Source: an optimization exercise on an open RTL-to-GDS flow (aim: small area, a short achievable clock period and few clock cycles per item). Production flows keep margins and buffers that such runs may drop. In this exercise RTL edits were held to simulation tests only and were not proved equivalent to the original.

==> flow/design.v, too long to show whole: its modules and the start of the top module <==
// module INV: 2004 lines
// module FA: 4 lines
// module FAX: 6 lines
// module XOR2: 3 lines
// module MAJ3: 3 lines
// module HA: 4 lines
// module GC: 3 lines
// module BC: 4 lines
module INV #(
    parameter DATA_W    = 32,
    parameter INT_BITS  = 8,
    parameter FRAC_BITS = 24,
    parameter N_ITER    = 3
)(
    input  wire                 clk,
    input  wire                 rstn,
    input  wire                 start,
    input  wire [DATA_W-1:0]    dd,      
    output wire [DATA_W-1:0]    q,       
    output reg                  done
);
  // ...
==> flow/run.sh <==
#!/bin/bash
# synth_recipe.tcl (not shown) runs the flow's synth.tcl, then flattens the netlist and writes it again
# the make line also repeats each setting of config.mk as NAME=value (left out here)
make -C /OpenROAD-flow-scripts/flow DESIGN_CONFIG=/design/flow/config.mk WORK_HOME=/design/flow/orfs CLKGATE_MAP_FILE= SYNTH_SCRIPT=/design/flow/synth_recipe.tcl finish
==> flow/config.mk <==
export PLATFORM = sky130hd
export DESIGN_NAME = INV
export DESIGN_NICKNAME = INV
export VERILOG_FILES = /design/flow/design.v
export SDC_FILE = /design/flow/constraint.sdc
export NUM_CORES = 4
export LEC_CHECK = 0
export CAP_MARGIN = 20
export CORE_MARGIN = 2
export CORE_UTILIZATION = 40
export SETUP_SLACK_MARGIN = 5
export SLEW_MARGIN = 20
export SYNTH_HIERARCHICAL = 1
export SYNTH_MINIMUM_KEEP_SIZE = 0
==> flow/constraint.sdc <==
create_clock -name core_clock -period 12.0 [get_ports {clk}]
set_input_delay 2.4000 -clock core_clock [delete_from_list [all_inputs] [get_ports {clk}]]
set_output_delay 2.4000 -clock core_clock [all_outputs]
set_load 0.01 [all_outputs]
==> impl_metrics.csv, run 1 <==
group,metric,value,unit
run_status,outcome,"no timing/DRC/antenna violations",
final_layout,commonest_cells_after_routing_fill_and_taps_aside,"sky130_fd_sc_hd__xnor2_1 (524), sky130_fd_sc_hd__a22oi_1 (484), sky130_fd_sc_hd__fa_1 (438)",
final_layout,finish.net_count,3102,
global_routing,initial_antenna_violation_count,1,
final_layout,final-instance-count-excl-fill,3368,
job,timing.max_cap.violations,0,
sta,timing.slew.headroom,38.0,%
clock_network,post_cts.resized_instances,2,
synth,synth_compound_gate_area_share,21.1,%
synth,synth_flop_cell,"sky130_fd_sc_hd__dfxtp_1",
placed_design,detailedPlace.worstSlack,5.03,ns
detailed_routing,detail_route.drc_violations,0,
setup_path,critical-path-top-delay-family,"adder cells",
synth,yosys.area_share.xor_xnor,19.8,%
final_layout,multi_input_logic_portion_of_the_cell_area,83.0,%
final_layout,max_flop_register,"a",
synth,synthSimpleGateAreaFrac,6.74,%
setup_path,critPathMostFrequentCell,"sky130_fd_sc_hd__a21o_1",
final_layout,finish.instance_area,27300,µm²
final_layout,clkCellAreaFrac,1.18,%
clock_network,cts_tree,"yes",
Testbench counts, summed over its fixed seeds: cycles 9,600, items 1,600.
==> inputs of run 2 (changes only) <==
--- a/flow/config.mk
+++ b/flow/config.mk
@@ -6,4 +6,5 @@
 export NUM_CORES = 4
 export LEC_CHECK = 0
+export ABC_AREA = 1
 export CAP_MARGIN = 20
 export CORE_MARGIN = 2
==> run 2 against run 1 <==
  * Global-route usage is 1.2 points lower
  * Final cell count is 18% higher
  * Hold slack improved by 0.0064 ns
  * Synthesized cell count rose by 20%
  * Clock skew decreased by 0.0069 ns
  * Non-clock buffer count up 2
  * Largest cell class unchanged
==> impl_metrics.csv, run 2 <==
group,metric,value,unit
final_layout,register_area,1740,µm²
clock_network,clock_sink_count,85,
synth,synth.most_common_cell,"sky130_fd_sc_hd__nand2_1",
floorplanning,fp.coreArea,64600,µm²
placed_design,port-buffer-count,67,
synth,syn_area,26100,µm²
sta,period_needed,6.68,ns
sta,finalCritPeriodShare,55.7,%
setup_path,setup.worst_path.start_class,"flop",
global_routing,global_route.overflow_total,0,
setup_path,timing.rr.end,"a[13]",
sta,worst_pin_slew,1.03,ns
clock_network,cts_tree,"yes",
setup_path,cpMaxStageDelayCell,"sky130_fd_sc_hd__fa_1",
synth,synth-warning-count,7,
final_layout,multiInputGateArea,21800,µm²
sta,final_setup_slack_of_the_worst_path,5.32,ns
clock_network,hold_buffer_count_at_cts,0,
global_routing,grt_start_max_net_pins,43,
sta,final_hold_viol_count,0,
clock_network,path_clk_slew,0.07,ns
floorplanning,initial_core_util,40.5,%
final_layout,final_common_cell,"sky130_fd_sc_hd__nand2_1",
job,timing.max_cap.violations,0,
final_layout,antenna_cells,0,
floorplanning,top_level_ports,68,
synth,synth_top_cell_area_share,33.5,%
synth,yosys_register_bits,85,
detailed_routing,detail_route.drc_violations,0,
placed_design,dp_hpwl,69600,µm
sta,setup_total_negative_slack,0,ns
clock_network,clk_root_buffer_cell,"sky130_fd_sc_hd__clkbuf_16",
setup_path,worstRegToRegCells,28,
sta,achievable-frequency,150,MHz
synth,synth_area_per_cell,8.13,µm²
floorplanning,fp.dieH,260,µm
synth,synth_flop_cell,"sky130_fd_sc_hd__dfxtp_1",
setup_path,timing.critical_path.slowest_cell_delay,0.61,ns
sta,holdWs,0.536,ns
detailed_routing,postRouteAntennaNets,0,
final_layout,commonest_cells_after_routing_fill_and_taps_aside,"sky130_fd_sc_hd__nand2_1 (581), sky130_fd_sc_hd__xor2_1 (536), sky130_fd_sc_hd__o22ai_1 (491)",
final_layout,final.fill_count,6502,
final_layout,final-instance-count-excl-fill,3970,
detailed_routing,drt_pre_antenna_iters,6,
sta,rsz_0062_raised_after_global_routing,"no",
clock_network,clk_latency,0.36,ns
final_layout,largest_register_ff_count,32,
setup_path,critical_path.startpoint,"a[25]",
sta,final_max_slew_viol_count,0,
run_status,outcome,"no timing/DRC/antenna violations",
global_routing,grt_first_pass_wirelength,156000,µm
final_layout,flow.area_growth_from_synthesis,6.15,%
global_routing,initial_antenna_violation_count,0,
global_routing,grt_pass1_vias,24400,
worst_hold_path,hold_path.class,"reg -> reg",
synth,synth.distinct_cells,35,
sta,setup_viol,0,
placed_design,placed_cells,3954,
synth,synth_seq_area_share,6.59,%
final_layout,fraction_of_final_layout_cells_sized_beyond_drive_strength_1,5.23,%
clock_network,cts_made_buffers,9,
placed_design,detailedPlace.worstSlack,5.20,ns
detailed_routing,wl_per_cell,26.0,µm
setup_path,r2r_setup_slack,5.32,ns
floorplanning,dieArea,67400,µm²
setup_path,crit_path_max_fanout,29,
sta,finClkSkew,0.0109,ns
detailed_routing,vias,23700,
detailed_routing,drt_wl_total,103000,µm
synth,synth.net_count,3800,
placed_design,finalWeightedCongestion,1.04,
synth,synth_area_leader_cell,"sky130_fd_sc_hd__fa_1",
synth,ys_top_cells_by_area,"sky130_fd_sc_hd__fa_1 (34%), sky130_fd_sc_hd__xor2_1 (18%), sky130_fd_sc_hd__o22ai_1 (12%)",
clock_network,h-tree-depth,3,
clock_network,clock_path_buffers,2,
floorplanning,row_count,93,
setup_path,cp_data_arrival_time,6.97,ns
synth,postSynthCellCount,3214,
synth,synth_edf_count,0,
setup_path,critPathCaptureType,"flop",
detailed_routing,initialDrtViolationCount,2720,
final_layout,max_flop_register,"a",
sta,timing.slew.headroom,30.3,%
global_routing,grt_util_all_layers,30.9,%
setup_path,path_class,"reg -> reg",
setup_path,origin_of_the_critical_flop_to_flop_path,"a[25]",
floorplanning,dieWidth,260,µm
detailed_routing,post_drt_via_cell_ratio,5.96,
final_layout,finish.net_count,3696,
setup_path,timing.critical_path.to,"a[13]",
setup_path,critPathMostFrequentCell,"sky130_fd_sc_hd__nand2_1",
synth,ys_top_cells_by_count,"sky130_fd_sc_hd__nand2_1 (581), sky130_fd_sc_hd__xor2_1 (536), sky130_fd_sc_hd__o22ai_1 (491)",
setup_path,cp_data_required_time,12.29,ns
synth,synth-async-reset-ratio,4.71,%
-- run 2: cell types whose count changed in the layout (fill, tap and decap cells not counted), sizes merged, moves of 16 or more --
cell and change:
and2 -110, a22oi -481, inv +366, o22ai +491, nor2 +65, xor2 +478, a21oi -23, mux2i -16
nand3 +23, xnor2 -495, nand2 +478, a21o -149
-- run 2: cell type report --
cell class | instances | area share, %
Multi-Input combinational cell | 2442 | 78.4
Timing Repair Buffer | 148 | 4.61
Clock inverter | 5 | 0.207
Inverter | 424 | 5.74
Clock buffer | 11 | 0.911
Tap cell | 855 | 3.86
Sequential cell | 85 | 6.28
-- run 2: what timing repair did --
item / in CTS / in global routing
setup buffers: 0 / 0
setup endpoints to repair: 0 / 18
gates resized for setup: 0 / 1
-- run 2: cells by family (layout without fill, tap and decap cells) --
logic type               after synthesis  count (layout)  synth area share [%]
AO/OA/AOI/OAI                        605             605                  14.6
XOR/XNOR                             565             565                  18.9
adder cells (fa/ha/maj)              551             551                  39.0
buffers and inverters                687             588                  10.2
flip-flops                            85              85                  6.59
other                                  1               1                0.0143
AND/OR/NAND/NOR                      720             720                  10.7
-- run 2: metal layers --
metal | vias up | global-route usage, % | share of wire, %
met1 | 11400 | 40.5 | 39
met2 | 1722 | 46.9 | 43
met4 | 0 | 14.6 | 6.0
li1 | 10100 | - | -
met3 | 425 | 8.90 | 12
met5 | - | 0 | 0
-- run 2: stage by stage --
step | util [%] | instance area [µm²]
3_5_place_dp | 42.5 | 27400
5_1_grt | 43.0 | 27700
6_report | 43.0 | 27700
2_1_floorplan | - | 26100
3_3_place_gp | 42.5 | 27400
4_1_cts | 43.0 | 27700
-- run 2: worst min-delay path by stage --
stage / endpoint / slack, ns / from / depth (start not counted)
finish: b_one[0] / 0.54 / a[0] / 2
global route: b_one[0] / 0.56 / a[0] / 2
CTS: b_one[0] / 0.52 / a[0] / 2
detailed placement: b_one[0] / 0.51 / a[0] / 2
global placement: b_one[0] / 0.51 / a[0] / 2
floorplan: done / 0.53 / ph[2] / 1
-- run 2: critical path: cells and delay by family, from the launching register on --
family	cells	cell delay, ns
adders and majority gates	7	3.63
buffers and inverters	7	1.09
and+or+nand+nor	10	0.71
xor gates and xnor gates	2	0.43
DFF	1	0.39
AOI/OAI and AO/OA	2	0.31
-- run 2: per-module statistics from Yosys (local to each module, per instance) --
module  times used  cells inside  cell area (µm²)  flops+latches
INV              1          2085            14400             85
HA              42             1             12.5              0
GC              43             3             11.3              0
BC             104             5             18.8              0
FA             438             1             20.0              0
==> inputs of run 3 (changes only) <==
==> flow/flow/run.sh (new file) <==
#!/bin/bash
set -euo pipefail
cat >> config.mk <<'EOC'
export SETUP_SLACK_MARGIN = 6.1
EOC
bash standard.sh > standard_flow.log 2>&1
==> flow/standard.sh (new file) <==
#!/bin/bash
# synth_recipe.tcl (not shown) runs the flow's synth.tcl, then flattens the netlist and writes it again
# the make line also repeats each setting of config.mk as NAME=value (left out here)
make -C /OpenROAD-flow-scripts/flow DESIGN_CONFIG=/design/flow/config.mk WORK_HOME=/design/flow/orfs CLKGATE_MAP_FILE= SYNTH_SCRIPT=/design/flow/synth_recipe.tcl "${@:-finish}"
--- a/flow/config.mk
+++ b/flow/config.mk
@@ -10,6 +10,6 @@
 export CORE_MARGIN = 2
 export CORE_UTILIZATION = 40
-export SETUP_SLACK_MARGIN = 5
 export SLEW_MARGIN = 20
 export SYNTH_HIERARCHICAL = 1
 export SYNTH_MINIMUM_KEEP_SIZE = 0
+export SETUP_SLACK_MARGIN = 6.1
removed: flow/run.sh
==> run 3 against run 2 <==
  * Still clean
  * Wire length is 9.0% higher
  * Cell area increased by 10%
  * Non-clock buffer count up 70
  * Clock-buffer cell count stayed put
  * Hold slack worse by 0.0028 ns
  * Maximum frequency grew 10%
  * Core utilization rose by 4.5 points
  * Highest routed layer is now met5
  * Global-route usage up 2.1 points
  * Via count up 4.3%
  * Register-to-register slack better by 0.63 ns
==> impl_metrics.csv, run 3 <==
group,metric,value,unit
run_status,outcome,"no timing/DRC/antenna violations",
synth,ys_top_cells_by_count,"sky130_fd_sc_hd__nand2_1 (581), sky130_fd_sc_hd__xor2_1 (536), sky130_fd_sc_hd__o22ai_1 (491)",
global_routing,grt_util_all_layers,33.1,%
clock_network,clk_root_buffer_cell,"sky130_fd_sc_hd__clkbuf_16",
placed_design,finalWeightedCongestion,1.04,
global_routing,grt_first_pass_wirelength,164000,µm
placed_design,placed_cells,3954,
global_routing,initial_antenna_violation_count,6,
floorplanning,row_count,93,
detailed_routing,post_drt_via_cell_ratio,6.11,
final_layout,fraction_of_final_layout_cells_sized_beyond_drive_strength_1,14.3,%
sta,worst_pin_slew,0.962,ns
synth,synth_top_cell_area_share,33.5,%
global_routing,grt_start_max_net_pins,43,
floorplanning,initial_core_util,40.5,%
clock_network,cts_tree,"yes",
synth,syn_area,26100,µm²
final_layout,final.fill_count,6170,
worst_hold_path,hold_path.class,"reg -> reg",
final_layout,final_common_cell,"sky130_fd_sc_hd__nand2_1",
final_layout,flow.area_growth_from_synthesis,17.2,%
sta,setup_total_negative_slack,0,ns
detailed_routing,vias,24700,
final_layout,max_flop_register,"a",
setup_path,worstRegToRegCells,29,
worst_hold_path,worstHoldPathCells,2,
clock_network,clk_latency,0.37,ns
detailed_routing,postRouteAntennaNets,0,
final_layout,largest_register_ff_count,32,
detailed_routing,wl_per_cell,27.8,µm
setup_path,cpMaxStageDelayCell,"sky130_fd_sc_hd__fa_1",
setup_path,critPathMostFrequentCell,"sky130_fd_sc_hd__nand2_1",
setup_path,r2r_setup_slack,5.95,ns
job,timing.max_cap.violations,0,
synth,synth.most_common_cell,"sky130_fd_sc_hd__nand2_1",
synth,synth-warning-count,7,
sta,finClkSkew,0.0114,ns
floorplanning,top_level_ports,68,
floorplanning,fp.coreArea,64600,µm²
setup_path,cp_data_arrival_time,6.34,ns
final_layout,final-instance-count-excl-fill,4045,
setup_path,critPathCaptureType,"flop",
synth,yosys_register_bits,85,
clock_network,hold_buffer_count_at_cts,0,
setup_path,setup.worst_path.start_class,"flop",
detailed_routing,drt_wl_total,112000,µm
synth,synth_area_leader_cell,"sky130_fd_sc_hd__fa_1",
setup_path,timing.critical_path.slowest_cell_delay,0.57,ns
clock_network,cts_made_buffers,9,
detailed_routing,drt_pre_antenna_iters,8,
synth,synth.net_count,3800,
clock_network,path_clk_slew,0.07,ns
placed_design,detailedPlace.worstSlack,5.20,ns
synth,postSynthCellCount,3214,
synth,synth.distinct_cells,35,
sta,timing.slew.headroom,35.2,%
sta,setup_viol,0,
final_layout,commonest_cells_after_routing_fill_and_taps_aside,"sky130_fd_sc_hd__nand2_1 (556), sky130_fd_sc_hd__xor2_1 (507), sky130_fd_sc_hd__o22ai_1 (448)",
clock_network,clock_path_buffers,2,
final_layout,finish.net_count,3766,
setup_path,path_class,"reg -> reg",
sta,final_setup_slack_of_the_worst_path,5.95,ns
clock_network,h-tree-depth,3,
floorplanning,dieArea,67400,µm²
detailed_routing,initialDrtViolationCount,3474,
sta,achievable-frequency,165,MHz
synth,ys_top_cells_by_area,"sky130_fd_sc_hd__fa_1 (34%), sky130_fd_sc_hd__xor2_1 (18%), sky130_fd_sc_hd__o22ai_1 (12%)",
synth,synth_edf_count,0,
sta,holdWs,0.533,ns
global_routing,global_route.overflow_total,0,
sta,period_needed,6.05,ns
sta,final_hold_viol_count,0,
setup_path,cp_data_required_time,12.29,ns
sta,finalCritPeriodShare,50.5,%
synth,synth-async-reset-ratio,4.71,%
setup_path,crit_path_max_fanout,9,
detailed_routing,detail_route.drc_violations,0,
synth,synth_flop_cell,"sky130_fd_sc_hd__dfxtp_1",
final_layout,final_core_utilization,47.4,%
sta,final_max_slew_viol_count,0,
synth,synth_area_per_cell,8.13,µm²
global_routing,grt_pass1_vias,24900,
placed_design,dp_hpwl,69600,µm
placed_design,port-buffer-count,67,
floorplanning,dieWidth,260,µm
sta,rsz_0062_raised_after_global_routing,"yes",
synth,synth_seq_area_share,6.59,%
floorplanning,fp.dieH,260,µm
clock_network,clock_sink_count,85,
==> run 3: cell counts after synthesis <==
No cell type changed its count.
==> run 3: area by class of cell <==
| class | count | area [µm²] | area share (%) |
|---|---|---|---|
| inverter | 424 | 1640 | 5.35 |
| tap | 855 | 1070 | 3.49 |
| clock inverter | 5 | 57.6 | 0.188 |
| sequential | 85 | 1810 | 5.91 |
| antenna | 5 | 12.5 | 0.0408 |
| clock buffer | 11 | 253 | 0.825 |
| multi-input combinational | 2442 | 22800 | 74.3 |
| timing repair buffer | 218 | 3040 | 9.91 |
==> run 3: logic make-up after synthesis <==
kind of cell               Yosys count  share of synthesized area [%]
other                                1                         0.0143
AOI/OAI and AO/OA                  605                           14.6
adders and majority gates          551                           39.0
buffers and inverters              687                           10.2
and+or+nand+nor                    720                           10.7
DFF                                 85                           6.59
xor gates and xnor gates           565                           18.9
==> run 3: final timing paths <==
| check | from | end |
|---|---|---|
| hold reg to reg | a[0] | b_one[0] |
| max in group asynchronous | rstn | ph[0] |
| setup / recovery | a[25] | a[13] |
| hold / removal | a[0] | b_one[0] |
| setup reg to reg | a[25] | a[13] |
| min in group asynchronous | rstn | done |
==> run 3: what timing repair did <==
item / CTS / global route
pin swaps: 68 / 59
endpoints found under the setup margin: 32 / 31
gates resized for setup: 282 / 136
cloned: 20 / 4
setup buffers: 31 / 15
==> run 3: per-stage QoR <==
step                      instance area [µm²]
after global placement                  27400
after CTS                               29700
after detailed placement                27400
after global routing                    30600
after floorplan                         26100
final                                   30600
==> run 3: critical path, delay by kind of cell, from the launching register on <==
family	cells	cell delay, ns
flops	1	0.38
xor+xnor	2	0.36
fa+ha+maj	7	3.33
compound gates	2	0.33
buf+inv	7	0.68
simple gates	11	0.89
==> run 3: per-layer routing <==
layer,track usage [%],vias up,wire (µm)
li1,-,10200,-
met1,42.2,11900,41100
met2,48.4,2001,47400
met3,12.6,527,16100
met4,17.5,10,7580
met5,0,-,66
==> run 3: per-module statistics from Yosys (local to each module, per instance) <==
module	cells inside	flip-flops and latches	area (µm²)
FA	1	0	20.0
BC	5	0	18.8
GC	3	0	11.3
INV	2085	85	14400
HA	1	0	12.5
==> inputs of run 4 (changes only) <==
==> flow/flow/run.sh (replaced) <==
#!/bin/bash
set -euo pipefail
cat >> config.mk <<'EOC'
export SETUP_SLACK_MARGIN = 5.3
EOC
bash standard.sh > standard_flow.log 2>&1
--- a/flow/config.mk
+++ b/flow/config.mk
@@ -13,3 +13,3 @@
 export SYNTH_HIERARCHICAL = 1
 export SYNTH_MINIMUM_KEEP_SIZE = 0
-export SETUP_SLACK_MARGIN = 6.1
+export SETUP_SLACK_MARGIN = 5.3
==> run 4 against run 3 <==
  * Core utilization down 4.2 points
  * Non-clock buffer count is 68 lower
  * Synthesized area unchanged
  * Register-to-register slack worse by 0.40 ns
  * Cell area decreased by 8.9%
  * Die area unchanged
  * Sequential share of layout area up 0.35 points
  * Clock skew hardly changed
  * First-iteration DRC count is 19% lower
==> impl_metrics.csv, run 4 <==
group,metric,value,unit
run_status,outcome,"no timing/DRC/antenna violations",
global_routing,groute.layer.met1.usage,40.5,%
synth,ys_top_cells_by_area,"sky130_fd_sc_hd__fa_1 (34%), sky130_fd_sc_hd__xor2_1 (18%), sky130_fd_sc_hd__o22ai_1 (12%)",
synth,synth_seq_area_share,6.59,%
synth,synth_flop_cell,"sky130_fd_sc_hd__dfxtp_1",
floorplanning,fp.coreArea,64600,µm²
sta,setup_total_negative_slack,0,ns
detailed_routing,wl_per_cell,26.0,µm
placed_design,port-buffer-count,67,
setup_path,cp_data_arrival_time,6.75,ns
synth,synth_area_leader_cell,"sky130_fd_sc_hd__fa_1",
synth,syn_area,26100,µm²
synth,synth.most_common_cell,"sky130_fd_sc_hd__nand2_1",
synth,synth-warning-count,7,
clock_network,clk_root_buffer_cell,"sky130_fd_sc_hd__clkbuf_16",
clock_network,h-tree-depth,3,
setup_path,timing.critical_path.slowest_cell_delay,0.70,ns
clock_network,cts_made_buffers,9,
sta,period_needed,6.45,ns
global_routing,groute.layer.met2.usage,46.9,%
sta,finClkSkew,0.0113,ns
setup_path,timing.critical_path.buf_inv,6,
global_routing,grt-busiest-layer,"met2",
global_routing,initial_antenna_violation_count,0,
global_routing,global_route.overflow_total,0,
placed_design,finalWeightedCongestion,1.04,
final_layout,flow.area_growth_from_synthesis,6.80,%
global_routing,grt_first_pass_wirelength,156000,µm
setup_path,setup.worst_path.start_class,"flop",
worst_hold_path,hold_path.class,"reg -> reg",
sta,rsz_0062_raised_after_global_routing,"no",
synth,synth_edf_count,0,
synth,synth.net_count,3800,
clock_network,clock_sink_count,85,
sta,timing.slew.headroom,23.0,%
worst_hold_path,holdCritStartpoint,"a[0]",
global_routing,grt_start_max_net_pins,43,
detailed_routing,drt_wl_total,103000,µm
sta,achievable-frequency,155,MHz
detailed_routing,vias,23700,
synth,synth-async-reset-ratio,4.71,%
clock_network,path_clk_slew,0.07,ns
detailed_routing,postRouteAntennaNets,0,
clock_network,clk_latency,0.36,ns
floorplanning,dieArea,67400,µm²
floorplanning,fp.dieH,260,µm
synth,synth_area_per_cell,8.13,µm²
synth,ys_top_cells_by_count,"sky130_fd_sc_hd__nand2_1 (581), sky130_fd_sc_hd__xor2_1 (536), sky130_fd_sc_hd__o22ai_1 (491)",
final_layout,final_common_cell,"sky130_fd_sc_hd__nand2_1",
placed_design,dp_hpwl,69600,µm
sta,setup_viol,0,
global_routing,grt_pass1_vias,24400,
global_routing,grt_util_met3,8.99,%
sta,worst_pin_slew,1.14,ns
detailed_routing,post_drt_via_cell_ratio,5.97,
setup_path,critPathMostFrequentCell,"sky130_fd_sc_hd__nand2_1",
setup_path,critical-path-top-delay-family,"adder cells",
sta,finalCritPeriodShare,53.8,%
global_routing,grt_util_all_layers,30.9,%
detailed_routing,initialDrtViolationCount,2803,
final_layout,max_flop_register,"a",
setup_path,path_class,"reg -> reg",
setup_path,origin_of_the_critical_flop_to_flop_path,"a[3]",
floorplanning,initial_core_util,40.5,%
synth,synth_top_cell_area_share,33.5,%
setup_path,cp_data_required_time,12.29,ns
sta,final_max_slew_viol_count,0,
setup_path,critical_path.startpoint,"a[3]",
final_layout,commonest_cells_after_routing_fill_and_taps_aside,"sky130_fd_sc_hd__nand2_1 (581), sky130_fd_sc_hd__xor2_1 (536), sky130_fd_sc_hd__o22ai_1 (490)",
floorplanning,dieWidth,260,µm
synth,synth.distinct_cells,35,
synth,postSynthCellCount,3214,
floorplanning,top_level_ports,68,
job,timing.max_cap.violations,0,
clock_network,hold_buffer_count_at_cts,0,
detailed_routing,detail_route.drc_violations,0,
setup_path,cpMaxStageDelayCell,"sky130_fd_sc_hd__clkinv_1",
floorplanning,row_count,93,
final_layout,finish.net_count,3698,
setup_path,crit_path_max_fanout,17,
sta,holdWs,0.536,ns
synth,yosys_register_bits,85,
final_layout,largest_register_ff_count,32,
final_layout,antenna_cells,0,
clock_network,clock_path_buffers,2,
sta,final_hold_viol_count,0,
clock_network,cts_tree,"yes",
detailed_routing,drt_pre_antenna_iters,5,
final_layout,fraction_of_final_layout_cells_sized_beyond_drive_strength_1,5.55,%
setup_path,critPathCaptureType,"flop",
==> run 4: cell counts after synthesis <==
Identical to the previous run, type by type.
==> run 4: per-module statistics from Yosys (local to each module, per instance) <==
module  flops+latches  times used  area (µm²)  cells
FA                  0         438        20.0      1
GC                  0          43        11.3      3
HA                  0          42        12.5      1
INV                85           1       14400   2085
BC                  0         104        18.8      5
==> run 4: routing by layer <==
| metal | part of all wire, % | wire length [µm] |
|---|---|---|
| met1 | 38 | 39500 |
| met2 | 43 | 44100 |
| met3 | 13 | 13200 |
| met4 | 6.1 | 6300 |
| met5 | 0 | 0 |
==> run 4: what timing repair did <==
action,4_1_cts,5_1_grt
buffers inserted,0,2
setup endpoints to repair,14,15
gates resized for setup,1,44
==> run 4: path summary, 6_finish.rpt <==
check | to | slack (ns) | cells past startpoint
worst max-delay path | a[13] | 5.55 | 26
worst min-delay path | b_one[0] | 0.54 | 2
worst max register to register | a[13] | 5.55 | 26
worst min register to register | b_one[0] | 0.54 | 2
max in group asynchronous | ph[0] | 9.61 | 1
min in group asynchronous | done | 2.23 | 1
==> run 4: cell families after synthesis <==
kind of cell	share of synthesized area, %
other	0.0143
buffers and inverters	10.2
flip-flops	6.59
AO/OA/AOI/OAI	14.6
XOR/XNOR	18.9
adder cells (fa/ha/maj)	39.0
AND/OR/NAND/NOR	10.7
==> run 4: area by class of cell <==
cell class	count	area [µm²]
Timing Repair Buffer	150	1430
Clock buffer	11	253
Fill cell	6495	36700
Tap cell	855	1070
Sequential cell	85	1750
Clock inverter	5	57.6
Multi-Input combinational cell	2442	21800
Inverter	424	1600
==> run 4: per-stage QoR <==
step / instance area (µm²) / cells / util [%] / worst slack (ns)
2_1_floorplan: 26100 / 3214 / - / 6.28
3_3_place_gp: 27400 / 3954 / 42.5 / 5.26
3_5_place_dp: 27400 / 3954 / 42.5 / 5.20
4_1_cts: 27700 / 3970 / 43.0 / 5.43
5_1_grt: 27900 / 3972 / 43.2 / 5.29
6_report: 27900 / 3972 / 43.2 / 5.55
==> run 4: worst reg2reg max path: stages (launching register included) <==
cell and delay [ns]:
sky130_fd_sc_hd__dfxtp_1 0.37, sky130_fd_sc_hd__clkinv_1 0.70, sky130_fd_sc_hd__o22ai_1 0.50, sky130_fd_sc_hd__xor2_1 0.21, sky130_fd_sc_hd__fa_1 0.48, sky130_fd_sc_hd__fa_1 0.58
sky130_fd_sc_hd__fa_1 0.45, sky130_fd_sc_hd__fa_1 0.59, sky130_fd_sc_hd__fa_1 0.43, sky130_fd_sc_hd__ha_1 0.31, sky130_fd_sc_hd__nand2_1 0.06, sky130_fd_sc_hd__inv_1 0.25
sky130_fd_sc_hd__nand2_1 0.09, sky130_fd_sc_hd__inv_1 0.10, sky130_fd_sc_hd__nand2_1 0.06, sky130_fd_sc_hd__inv_1 0.12, sky130_fd_sc_hd__nand2_1 0.07, sky130_fd_sc_hd__inv_1 0.10
sky130_fd_sc_hd__nand2_1 0.06, sky130_fd_sc_hd__inv_1 0.05, sky130_fd_sc_hd__nand2_1 0.05, sky130_fd_sc_hd__nand2_1 0.12, sky130_fd_sc_hd__nand2_1 0.07, sky130_fd_sc_hd__nand2_1 0.08
sky130_fd_sc_hd__xor2_1 0.23, sky130_fd_sc_hd__nor2_1 0.10, sky130_fd_sc_hd__a31oi_1 0.15
==> inputs of run 5 (changes only) <==
==> flow/flow/run.sh (replaced) <==
#!/bin/bash
set -euo pipefail
cat >> config.mk <<'EOC'
export SETUP_SLACK_MARGIN = 5.7
EOC
bash standard.sh > standard_flow.log 2>&1
--- a/flow/config.mk
+++ b/flow/config.mk
@@ -13,3 +13,3 @@
 export SYNTH_HIERARCHICAL = 1
 export SYNTH_MINIMUM_KEEP_SIZE = 0
-export SETUP_SLACK_MARGIN = 5.3
+export SETUP_SLACK_MARGIN = 5.7
==> run 5 against run 4 <==
  * Still clean
  * Cell area is 5.5% higher
  * Maximum frequency rose by 4.9%
  * Wire length grew 5.1%
  * Synthesized cell count unchanged
  * Register-to-register slack better by 0.30 ns
  * Clock-buffer cell count stayed put
  * First-iteration DRC count is 5.4% higher
  * Hold slack got worse by 0.0039 ns
  * Non-clock buffer count up 24
  * Global-route usage increased by 0.14 points
  * Critical endpoint unchanged
==> impl_metrics.csv, run 5 <==
group,metric,value,unit
setup_path,timing.rr.end,"a[13]",
clock_network,path_clk_slew,0.07,ns
synth,synth.most_common_cell,"sky130_fd_sc_hd__nand2_1",
placed_design,port-buffer-count,67,
synth,synth_area_per_cell,8.13,µm²
sta,worst_pin_slew,1.23,ns
worst_hold_path,worstHoldPathCells,2,
detailed_routing,detail_route.drc_violations,0,
global_routing,initial_antenna_violation_count,1,
global_routing,grt_pass1_vias,24400,
detailed_routing,wl_per_cell,27.1,µm
sta,finClkSkew,0.0105,ns
clock_network,clk_latency,0.36,ns
final_layout,largest_register_ff_count,32,
synth,yosys_register_bits,85,
setup_path,timing.critical_path.buf_inv,7,
synth,synth-warning-count,7,
worst_hold_path,hold_path.class,"reg -> reg",
clock_network,hold_buffer_count_at_cts,0,
global_routing,global_route.overflow_total,0,
setup_path,critical-path-top-delay-family,"adder cells",
placed_design,dp_hpwl,69600,µm
setup_path,cpMaxStageDelayCell,"sky130_fd_sc_hd__fa_1",
sta,achievable-frequency,162,MHz
setup_path,path_class,"reg -> reg",
global_routing,grt_first_pass_wirelength,156000,µm
detailed_routing,postRouteAntennaNets,0,
job,timing.max_cap.violations,0,
sta,period_needed,6.15,ns
setup_path,setup.worst_path.start_class,"flop",
setup_path,critPathCaptureType,"flop",
synth,synth-async-reset-ratio,4.71,%
final_layout,commonest_cells_after_routing_fill_and_taps_aside,"sky130_fd_sc_hd__nand2_1 (572), sky130_fd_sc_hd__xor2_1 (517), sky130_fd_sc_hd__o22ai_1 (452)",
setup_path,cp_data_arrival_time,6.44,ns
final_layout,flow.area_growth_from_synthesis,12.7,%
floorplanning,fp.dieH,260,µm
setup_path,crit_path_max_fanout,29,
global_routing,grt_util_all_layers,31.1,%
floorplanning,row_count,93,
run_status,outcome,"no timing/DRC/antenna violations",
placed_design,dpl-instance-area,27400,µm²
final_layout,fraction_of_final_layout_cells_sized_beyond_drive_strength_1,10.3,%
synth,synth_seq_area_share,6.59,%
sta,final_hold_viol_count,0,
final_layout,finish.net_count,3722,
floorplanning,initial_core_util,40.5,%
floorplanning,dieWidth,260,µm
floorplanning,dieArea,67400,µm²
detailed_routing,vias,24100,
setup_path,worstRegToRegCells,28,
floorplanning,top_level_ports,68,
setup_path,r2r_setup_slack,5.85,ns
setup_path,critPathMostFrequentCell,"sky130_fd_sc_hd__nand2_1",
worst_hold_path,holdCritStartpoint,"a[0]",
floorplanning,fp.coreArea,64600,µm²
sta,final_max_slew_viol_count,0,
detailed_routing,drt_wl_total,108000,µm
detailed_routing,post_drt_via_cell_ratio,6.04,
setup_path,origin_of_the_critical_flop_to_flop_path,"a[29]",
clock_network,cts_made_buffers,9,
detailed_routing,initialDrtViolationCount,2954,
final_layout,max_flop_register,"a",
synth,ys_top_cells_by_area,"sky130_fd_sc_hd__fa_1 (34%), sky130_fd_sc_hd__xor2_1 (18%), sky130_fd_sc_hd__o22ai_1 (12%)",
synth,syn_area,26100,µm²
synth,synth_top_cell_area_share,33.5,%
final_layout,final_core_utilization,45.6,%
detailed_routing,drt_pre_antenna_iters,5,
clock_network,clock_sink_count,85,
final_layout,finish.instance_area,29500,µm²
synth,ys_top_cells_by_count,"sky130_fd_sc_hd__nand2_1 (581), sky130_fd_sc_hd__xor2_1 (536), sky130_fd_sc_hd__o22ai_1 (491)",
setup_path,timing.critical_path.slowest_cell_delay,0.67,ns
sta,setup_viol,0,
synth,synth_area_leader_cell,"sky130_fd_sc_hd__fa_1",
clock_network,clk_root_buffer_cell,"sky130_fd_sc_hd__clkbuf_16",
sta,rsz_0062_raised_after_global_routing,"yes",
sta,setup_total_negative_slack,0,ns
synth,synth.distinct_cells,35,
clock_network,clock_path_buffers,2,
clock_network,h-tree-depth,3,
sta,finalCritPeriodShare,51.3,%
sta,timing.slew.headroom,16.9,%
synth,synth_flop_cell,"sky130_fd_sc_hd__dfxtp_1",
global_routing,grt_start_max_net_pins,43,
clock_network,cts_tree,"yes",
synth,synth_edf_count,0,
synth,synth.net_count,3800,
synth,postSynthCellCount,3214,
setup_path,cp_data_required_time,12.28,ns
worst_hold_path,hold-path-endpoint,"b_one[0]",
placed_design,finalWeightedCongestion,1.04,
final_layout,final_common_cell,"sky130_fd_sc_hd__nand2_1",
-- run 5: cell types whose count changed in the layout (fill, tap and decap cells not counted), sizes merged --
cell,delta
clkbuf,+12
bufbuf,+1
clkinv,-3
buf,+11
diode,+1
inv,-5
clkinvlp,+8
-- run 5: per-layer routing --
metal / routed length, µm / global-route usage [%]
met4: 6640 / 14.7
met2: 46300 / 47.1
met3: 14600 / 9.05
met1: 40700 / 40.7
met5: 67 / 0
-- run 5: metrics by stage --
step / hold WS, ns / cells / setup slack (ns)
6_report: 0.532 / 3997 / 5.85
5_1_grt: 0.557 / 3996 / 5.60
4_1_cts: 0.521 / 3976 / 5.70
3_5_place_dp: 0.513 / 3954 / 5.20
3_3_place_gp: 0.513 / 3954 / 5.26
2_1_floorplan: 0.529 / 3214 / 6.28
-- run 5: modules after synthesis, one instance, submodules excluded --
module,times used,area (µm²)
HA,42,12.5
INV,1,14400
BC,104,18.8
FA,438,20.0
GC,43,11.3
-- run 5: cell type report --
class,instances,area [µm²]
fillers,6352,35100
multi-input cells,2442,22400
repair buffers,174,2210
flip-flops and latches,85,1790
inverters,424,1640
well taps,855,1070
clock buffers,11,253
clock inverters,5,57.6
diodes,1,2.50
-- run 5: repair_timing --
item	CTS	global route
resized for setup	52	252
endpoints found under the setup margin	28	31
cloned	1	13
pin swaps	0	54
setup buffers	5	7
-- run 5: how the worst max path moves through the flow --
stage                        to  slack, ns     start  cells past startpoint
after floorplan           a[13]       6.28     a[29]                     29
after global placement    a[13]       5.26     a[31]                     28
after detailed placement  a[13]       5.20     a[31]                     28
final                     a[13]       5.85     a[29]                     28
after global routing      a[13]       5.60  b_one[2]                     28
after CTS                 a[13]       5.70  b_neg[7]                     26
-- run 5: cells by family (layout without fill, tap and decap cells) --
group | Yosys count | after routing | share of synthesized area (%)
DFF | 85 | 85 | 6.59
and+or+nand+nor | 720 | 720 | 10.7
adders and majority gates | 551 | 551 | 39.0
buffers and inverters | 687 | 614 | 10.2
AOI/OAI and AO/OA | 605 | 605 | 14.6
other | 1 | 2 | 0.0143
xor gates and xnor gates | 565 | 565 | 18.9
-- run 5: worst reg2reg max path, delay by kind of cell (launching register included) --
kind | cells | cell delay [ns]
compound gates | 2 | 0.37
xor+xnor | 2 | 0.38
fa+ha+maj | 7 | 3.53
buf+inv | 7 | 0.79
flops | 1 | 0.32
simple gates | 10 | 0.69
==> inputs of run 6 (changes only) <==
==> flow/flow/run.sh (replaced) <==
#!/bin/bash
set -euo pipefail
cat >> config.mk <<'EOC'
export SETUP_SLACK_MARGIN = 5.4
EOC
bash standard.sh > standard_flow.log 2>&1
--- a/flow/config.mk
+++ b/flow/config.mk
@@ -13,3 +13,3 @@
 export SYNTH_HIERARCHICAL = 1
 export SYNTH_MINIMUM_KEEP_SIZE = 0
-export SETUP_SLACK_MARGIN = 5.7
+export SETUP_SLACK_MARGIN = 5.4
==> run 6 against run 5 <==
  * Still clean
  * Cell area shrank 4.7%
  * Hold slack improved by 0.0011 ns
  * First-iteration DRC count decreased by 7.4%
  * Sequential share of layout area grew 0.16 points
  * Wire length is 4.9% lower
  * Critical path depth is 2 lower
  * Die area unchanged
  * Sequential cell count is the same
  * Core utilization decreased by 2.1 points
  * Final cell count decreased by 0.58%
==> impl_metrics.csv, run 6 <==
group,metric,value,unit
run_status,outcome,"no timing/DRC/antenna violations",
final_layout,commonest_cells_after_routing_fill_and_taps_aside,"sky130_fd_sc_hd__nand2_1 (581), sky130_fd_sc_hd__xor2_1 (534), sky130_fd_sc_hd__o22ai_1 (488)",
synth,synth_flop_cell,"sky130_fd_sc_hd__dfxtp_1",
final_layout,flow.area_growth_from_synthesis,7.47,%
synth,synth_seq_area_share,6.59,%
clock_network,clock_sink_count,85,
final_layout,final_core_utilization,43.5,%
global_routing,grt_first_pass_wirelength,156000,µm
sta,timing.slew.headroom,28.9,%
final_layout,finish.net_count,3700,
placed_design,placed_cells,3954,
detailed_routing,drt_wl_total,103000,µm
clock_network,clk_latency,0.36,ns
placed_design,dp_hpwl,69600,µm
synth,synth_area_per_cell,8.13,µm²
clock_network,path_clk_slew,0.07,ns
final_layout,final-instance-count-excl-fill,3974,
global_routing,initial_antenna_violation_count,0,
setup_path,cp_data_required_time,12.30,ns
clock_network,clk_root_buffer_cell,"sky130_fd_sc_hd__clkbuf_16",
clock_network,clock_path_buffers,2,
synth,synth-async-reset-ratio,4.71,%
detailed_routing,postRouteAntennaNets,0,
clock_network,cts_made_buffers,9,
synth,yosys_register_bits,85,
global_routing,grt_start_max_net_pins,43,
final_layout,fraction_of_final_layout_cells_sized_beyond_drive_strength_1,5.96,%
synth,ys_top_cells_by_area,"sky130_fd_sc_hd__fa_1 (34%), sky130_fd_sc_hd__xor2_1 (18%), sky130_fd_sc_hd__o22ai_1 (12%)",
sta,finalCritPeriodShare,53.6,%
final_layout,antenna_cells,0,
sta,period_needed,6.44,ns
sta,final_max_slew_viol_count,0,
sta,final_hold_viol_count,0,
detailed_routing,detail_route.drc_violations,0,
floorplanning,fp.dieH,260,µm
detailed_routing,wl_per_cell,25.9,µm
final_layout,multiInputGateArea,21800,µm²
floorplanning,fp.coreArea,64600,µm²
final_layout,final.fill_count,6476,
job,timing.max_cap.violations,0,
setup_path,critPathCaptureType,"flop",
synth,synth_edf_count,0,
setup_path,timing.critical_path.slowest_cell_delay,0.59,ns
clock_network,hold_buffer_count_at_cts,0,
final_layout,max_flop_register,"a",
synth,synth.distinct_cells,35,
synth,synth.net_count,3800,
floorplanning,row_count,93,
setup_path,setup.worst_path.start_class,"flop",
global_routing,grt_util_all_layers,30.9,%
synth,syn_area,26100,µm²
synth,synth-warning-count,7,
floorplanning,top_level_ports,68,
final_layout,largest_register_ff_count,32,
sta,setup_viol,0,
sta,holdWs,0.533,ns
clock_network,cts_tree,"yes",
global_routing,grt_pass1_vias,24400,
setup_path,cp_data_arrival_time,6.74,ns
setup_path,path_class,"reg -> reg",
detailed_routing,vias,23600,
placed_design,finalWeightedCongestion,1.04,
final_layout,final_common_cell,"sky130_fd_sc_hd__nand2_1",
floorplanning,dieWidth,260,µm
sta,achievable-frequency,155,MHz
sta,setup_total_negative_slack,0,ns
sta,rsz_0062_raised_after_global_routing,"yes",
final_layout,register_area,1750,µm²
detailed_routing,post_drt_via_cell_ratio,5.95,
synth,synth_top_cell_area_share,33.5,%
floorplanning,initial_core_util,40.5,%
synth,ys_top_cells_by_count,"sky130_fd_sc_hd__nand2_1 (581), sky130_fd_sc_hd__xor2_1 (536), sky130_fd_sc_hd__o22ai_1 (491)",
floorplanning,dieArea,67400,µm²
synth,synth_area_leader_cell,"sky130_fd_sc_hd__fa_1",
setup_path,cpMaxStageDelayCell,"sky130_fd_sc_hd__fa_1",
setup_path,critPathMostFrequentCell,"sky130_fd_sc_hd__nand2_1",
synth,synth.most_common_cell,"sky130_fd_sc_hd__nand2_1",
detailed_routing,drt_pre_antenna_iters,5,
clock_network,h-tree-depth,3,
sta,finClkSkew,0.0104,ns
sta,worst_pin_slew,1.06,ns
placed_design,port-buffer-count,67,
synth,postSynthCellCount,3214,
worst_hold_path,hold_path.class,"reg -> reg",
setup_path,crit_path_max_fanout,34,
global_routing,global_route.overflow_total,0,
detailed_routing,initialDrtViolationCount,2734,
==> run 6: changes by cell type in the layout (fill, tap and decap cells not counted), moves of 16 or more <==
cell / before / now
sky130_fd_sc_hd__xor2_2: 19 / 2
sky130_fd_sc_hd__dfxtp_1: 43 / 59
sky130_fd_sc_hd__o22ai_2: 32 / 4
sky130_fd_sc_hd__xor2_1: 517 / 534
sky130_fd_sc_hd__buf_12: 24 / 6
sky130_fd_sc_hd__o22ai_1: 452 / 488
==> run 6: worst paths after layout <==
check                           startpoint  endpoint  slack, ns  depth (start not counted)
worst min register to register        a[0]  b_one[0]       0.53                          2
worst max-delay path              b_neg[3]     a[29]       5.56                         26
worst max register to register    b_neg[3]     a[29]       5.56                         26
min in group asynchronous             rstn      done       2.23                          1
worst min-delay path                  a[0]  b_one[0]       0.53                          2
max in group asynchronous             rstn     ph[0]       9.61                          1
==> run 6: timing repair <==
| action | in CTS | in global routing |
|---|---|---|
| gates resized for setup | 1 | 83 |
| pin swaps | 0 | 1 |
| setup endpoints to repair | 21 | 26 |
| buffers inserted | 0 | 4 |
==> run 6: logic make-up (layout without fill, tap and decap cells) <==
| kind of cell | Yosys count | after routing | share of synthesized area [%] |
|---|---|---|---|
| compound gates | 605 | 605 | 14.6 |
| xor+xnor | 565 | 565 | 18.9 |
| fa+ha+maj | 551 | 551 | 39.0 |
| buf+inv | 687 | 592 | 10.2 |
| flops | 85 | 85 | 6.59 |
| other cells | 1 | 1 | 0.0143 |
| simple gates | 720 | 720 | 10.7 |
==> run 6: cell type report <==
| class | instances | share of cell area (%) |
|---|---|---|
| clock buffers | 11 | 0.900 |
| clock inverters | 5 | 0.205 |
| inverters | 424 | 5.69 |
| multi-input cells | 2442 | 77.7 |
| flip-flops and latches | 85 | 6.24 |
| well taps | 855 | 3.81 |
| repair buffers | 152 | 5.49 |
==> run 6: per-stage QoR <==
| step | setup slack (ns) | instance area, µm² |
|---|---|---|
| after floorplan | 6.28 | 26100 |
| after global placement | 5.26 | 27400 |
| after detailed placement | 5.20 | 27400 |
| after CTS | 5.43 | 27700 |
| after global routing | 5.36 | 28100 |
| final | 5.56 | 28100 |
==> run 6: worst max-delay path: cells and delay by family (launching register included) <==
family | cells | cell delay, ns
adder cells (fa/ha/maj) | 7 | 3.59
buffers and inverters | 6 | 0.93
AND/OR/NAND/NOR | 11 | 0.85
XOR/XNOR | 2 | 0.66
flip-flops | 1 | 0.31
==> run 6: routing by layer <==
layer	part of all wire, %	global-route usage, %	vias to the layer above
li1	-	-	10100
met1	39	40.5	11400
met2	43	46.9	1710
met3	12	8.99	404
met4	5.9	14.7	0
met5	0	0	-
==> run 6: per-module statistics from Yosys (local to each module, per instance) <==
module / copies in the design / cell area (µm²) / cells / flops+latches
INV: 1 / 14400 / 2085 / 85
FA: 438 / 20.0 / 1 / 0
BC: 104 / 18.8 / 5 / 0
HA: 42 / 12.5 / 1 / 0
GC: 43 / 11.3 / 3 / 0
==> inputs of run 7 (changes only) <==
==> flow/flow/run.sh (replaced) <==
#!/bin/bash
set -euo pipefail
cat >> config.mk <<'EOC'
export SETUP_SLACK_MARGIN = 5.5
EOC
bash standard.sh > standard_flow.log 2>&1
--- a/flow/config.mk
+++ b/flow/config.mk
@@ -13,3 +13,3 @@
 export SYNTH_HIERARCHICAL = 1
 export SYNTH_MINIMUM_KEEP_SIZE = 0
-export SETUP_SLACK_MARGIN = 5.4
+export SETUP_SLACK_MARGIN = 5.5
==> run 7 against run 6 <==
  * Still clean
  * Synthesized area stayed put
  * First-iteration DRC count is 1.1% higher
  * Cell area is 0.91% higher
  * Critical path depth is 2 higher
  * Highest routed layer unchanged
==> impl_metrics.csv, run 7 <==
group,metric,value,unit
floorplanning,top_level_ports,68,
final_layout,final_common_cell,"sky130_fd_sc_hd__nand2_1",
synth,ys_top_cells_by_count,"sky130_fd_sc_hd__nand2_1 (581), sky130_fd_sc_hd__xor2_1 (536), sky130_fd_sc_hd__o22ai_1 (491)",
detailed_routing,post_drt_via_cell_ratio,5.98,
clock_network,clk_latency,0.36,ns
detailed_routing,wl_per_cell,26.0,µm
setup_path,critPathCaptureType,"flop",
synth,synth_area_per_cell,8.13,µm²
setup_path,path_class,"reg -> reg",
detailed_routing,postRouteAntennaNets,0,
setup_path,critPathMostFrequentCell,"sky130_fd_sc_hd__nand2_1",
sta,achievable-frequency,159,MHz
final_layout,finish.net_count,3702,
detailed_routing,detail_route.drc_violations,0,
clock_network,path_clk_slew,0.07,ns
run_status,outcome,"no timing/DRC/antenna violations",
floorplanning,row_count,93,
sta,finalCritPeriodShare,52.3,%
setup_path,critical-path-top-delay-family,"adder cells",
placed_design,detailedPlace.worstSlack,5.20,ns
synth,postSynthCellCount,3214,
synth,synth.net_count,3800,
sta,final_hold_viol_count,0,
global_routing,grt_pass1_vias,24400,
final_layout,flow.area_growth_from_synthesis,8.45,%
detailed_routing,initialDrtViolationCount,2764,
sta,worst_pin_slew,1.14,ns
sta,setup_viol,0,
final_layout,register_area,1760,µm²
detailed_routing,drt_pre_antenna_iters,6,
floorplanning,dieArea,67400,µm²
setup_path,timing.critical_path.slowest_cell_delay,0.57,ns
job,timing.max_cap.violations,0,
placed_design,finalWeightedCongestion,1.04,
setup_path,crit_path_max_fanout,33,
clock_network,cts_tree,"yes",
global_routing,global_route.overflow_total,0,
clock_network,clock_sink_count,85,
global_routing,grt_first_pass_wirelength,156000,µm
final_layout,commonest_cells_after_routing_fill_and_taps_aside,"sky130_fd_sc_hd__nand2_1 (581), sky130_fd_sc_hd__xor2_1 (533), sky130_fd_sc_hd__o22ai_1 (484)",
synth,synth_top_cell_area_share,33.5,%
detailed_routing,drt_wl_total,103000,µm
placed_design,port-buffer-count,67,
sta,rsz_0062_raised_after_global_routing,"yes",
final_layout,fraction_of_final_layout_cells_sized_beyond_drive_strength_1,6.57,%
synth,synth-warning-count,7,
global_routing,grt_util_all_layers,30.9,%
synth,synth-async-reset-ratio,4.71,%
worst_hold_path,hold_path.class,"reg -> reg",
global_routing,grt_start_max_net_pins,43,
final_layout,final.fill_count,6467,
synth,synth.distinct_cells,35,
final_layout,multiInputGateArea,21900,µm²
floorplanning,fp.dieH,260,µm
synth,synth_edf_count,0,
clock_network,h-tree-depth,3,
final_layout,max_flop_register,"a",
sta,final_setup_slack_of_the_worst_path,5.72,ns
clock_network,hold_buffer_count_at_cts,0,
synth,synth_seq_area_share,6.59,%
synth,synth.most_common_cell,"sky130_fd_sc_hd__nand2_1",
final_layout,antenna_cells,0,
synth,syn_area,26100,µm²
sta,timing.slew.headroom,23.2,%
setup_path,timing.critical_path.buf_inv,7,
global_routing,initial_antenna_violation_count,0,
clock_network,clock_path_buffers,2,
floorplanning,dieWidth,260,µm
sta,holdWs,0.537,ns
synth,synth_area_leader_cell,"sky130_fd_sc_hd__fa_1",
final_layout,largest_register_ff_count,32,
setup_path,cp_data_required_time,12.29,ns
detailed_routing,vias,23800,
setup_path,cpMaxStageDelayCell,"sky130_fd_sc_hd__fa_1",
clock_network,cts_made_buffers,9,
floorplanning,fp.coreArea,64600,µm²
synth,ys_top_cells_by_area,"sky130_fd_sc_hd__fa_1 (34%), sky130_fd_sc_hd__xor2_1 (18%), sky130_fd_sc_hd__o22ai_1 (12%)",
sta,setup_total_negative_slack,0,ns
sta,finClkSkew,0.0113,ns
placed_design,dp_hpwl,69600,µm
sta,final_max_slew_viol_count,0,
floorplanning,initial_core_util,40.5,%
setup_path,setup.worst_path.start_class,"flop",
setup_path,cp_data_arrival_time,6.57,ns
clock_network,clk_root_buffer_cell,"sky130_fd_sc_hd__clkbuf_16",
synth,yosys_register_bits,85,
synth,synth_flop_cell,"sky130_fd_sc_hd__dfxtp_1",
sta,period_needed,6.28,ns
==> run 7: kinds of logic after synthesis <==
kind of cell	count (synthesis)	share of synthesized area [%]
AND/OR/NAND/NOR	720	10.7
AO/OA/AOI/OAI	605	14.6
adder cells (fa/ha/maj)	551	39.0
XOR/XNOR	565	18.9
other	1	0.0143
buffers and inverters	687	10.2
flip-flops	85	6.59
==> run 7: worst paths after layout <==
path | startpoint | end | slack, ns | depth (start not counted)
min in group asynchronous | rstn | done | 2.23 | 1
max in group asynchronous | rstn | ph[0] | 9.61 | 1
hold reg to reg | a[0] | b_one[0] | 0.54 | 2
setup reg to reg | a[22] | a[13] | 5.72 | 28
hold / removal | a[0] | b_one[0] | 0.54 | 2
setup / recovery | a[22] | a[13] | 5.72 | 28
==> run 7: worst reg2reg max path: cells and delay by family (launching register included) <==
family / cells / cell delay [ns]
adders and majority gates: 7 / 3.55
and+or+nand+nor: 10 / 0.75
buffers and inverters: 7 / 0.88
AOI/OAI and AO/OA: 2 / 0.34
DFF: 1 / 0.31
xor gates and xnor gates: 2 / 0.37
==> run 7: repair_timing <==
| action | in CTS | in global routing |
|---|---|---|
| gates resized for setup | 5 | 127 |
| endpoints found under the setup margin | 24 | 27 |
| pin swaps | 0 | 9 |
| gates cloned | 0 | 1 |
| buffers inserted | 0 | 5 |
==> run 7: area by class of cell <==
cell class	count	area share [%]
Inverter	424	5.65
Sequential cell	85	6.20
Clock inverter	5	0.203
Clock buffer	11	0.892
Multi-Input combinational cell	2442	77.4
Tap cell	855	3.77
Timing Repair Buffer	154	5.91
==> run 7: Yosys stat by module (local to each module, per instance) <==
module | flip-flops and latches | cell area [µm²]
FA | 0 | 20.0
INV | 85 | 14400
HA | 0 | 12.5
BC | 0 | 18.8
GC | 0 | 11.3
==> run 7: stage by stage <==
step / std cells / utilization [%] / instance area [µm²]
final: 3976 / 43.9 / 28300
after global routing: 3976 / 43.9 / 28300
after CTS: 3970 / 43.0 / 27800
after detailed placement: 3954 / 42.5 / 27400
after global placement: 3954 / 42.5 / 27400
after floorplan: 3214 / - / 26100
==> run 7: routing by layer <==
| layer | up-vias | routed length (µm) | GRT usage (%) |
|---|---|---|---|
| met5 | - | 0 | 0 |
| met4 | 0 | 5440 | 13.9 |
| met3 | 377 | 12700 | 8.49 |
| met2 | 1717 | 45000 | 47.3 |
| met1 | 11600 | 40200 | 40.8 |
| li1 | 10100 | - | - |

-- re-timing with driven ports --
Ports are ideal in the flow. The routed layouts listed here were re-timed in OpenROAD. Step 1 sets driving cells, clkbuf_16 on the clock port and buf_2 on the other inputs (assumed; they add their load-dependent delay and slew). Step 2 times the ports against the registers' clock, not the clock port: input delays grow and output delays shrink by t, the midpoint of the rising clock arrivals with the driver on. Three values: ideal ports, drivers, drivers and shift; two values: the first two.
run | t, ns | setup slack, ns | worst setup path at the end | worst slew at a driven data input, ns | pins driven straight from the clock port
run 1 | 0.401 | 5.061 / 5.061 / 5.061 | register to register | 0.07 | 1
run 2 | 0.396 | 5.316 / 5.316 / 5.316 | register to register | 0.04 | 1
run 3 | 0.401 | 5.946 / 5.946 / 5.946 | register to register | 0.04 | 1
run 4 | 0.400 | 5.545 / 5.545 / 5.545 | register to register | 0.04 | 1
run 5 | 0.398 | 5.846 / 5.846 / 5.846 | register to register | 0.04 | 1
run 6 | 0.397 | 5.564 / 5.564 / 5.564 | register to register | 0.04 | 1
run 7 | 0.395 | 5.724 / 5.724 / 5.724 | register to register | 0.04 | 1
After both steps setup and hold are still met in every run listed.
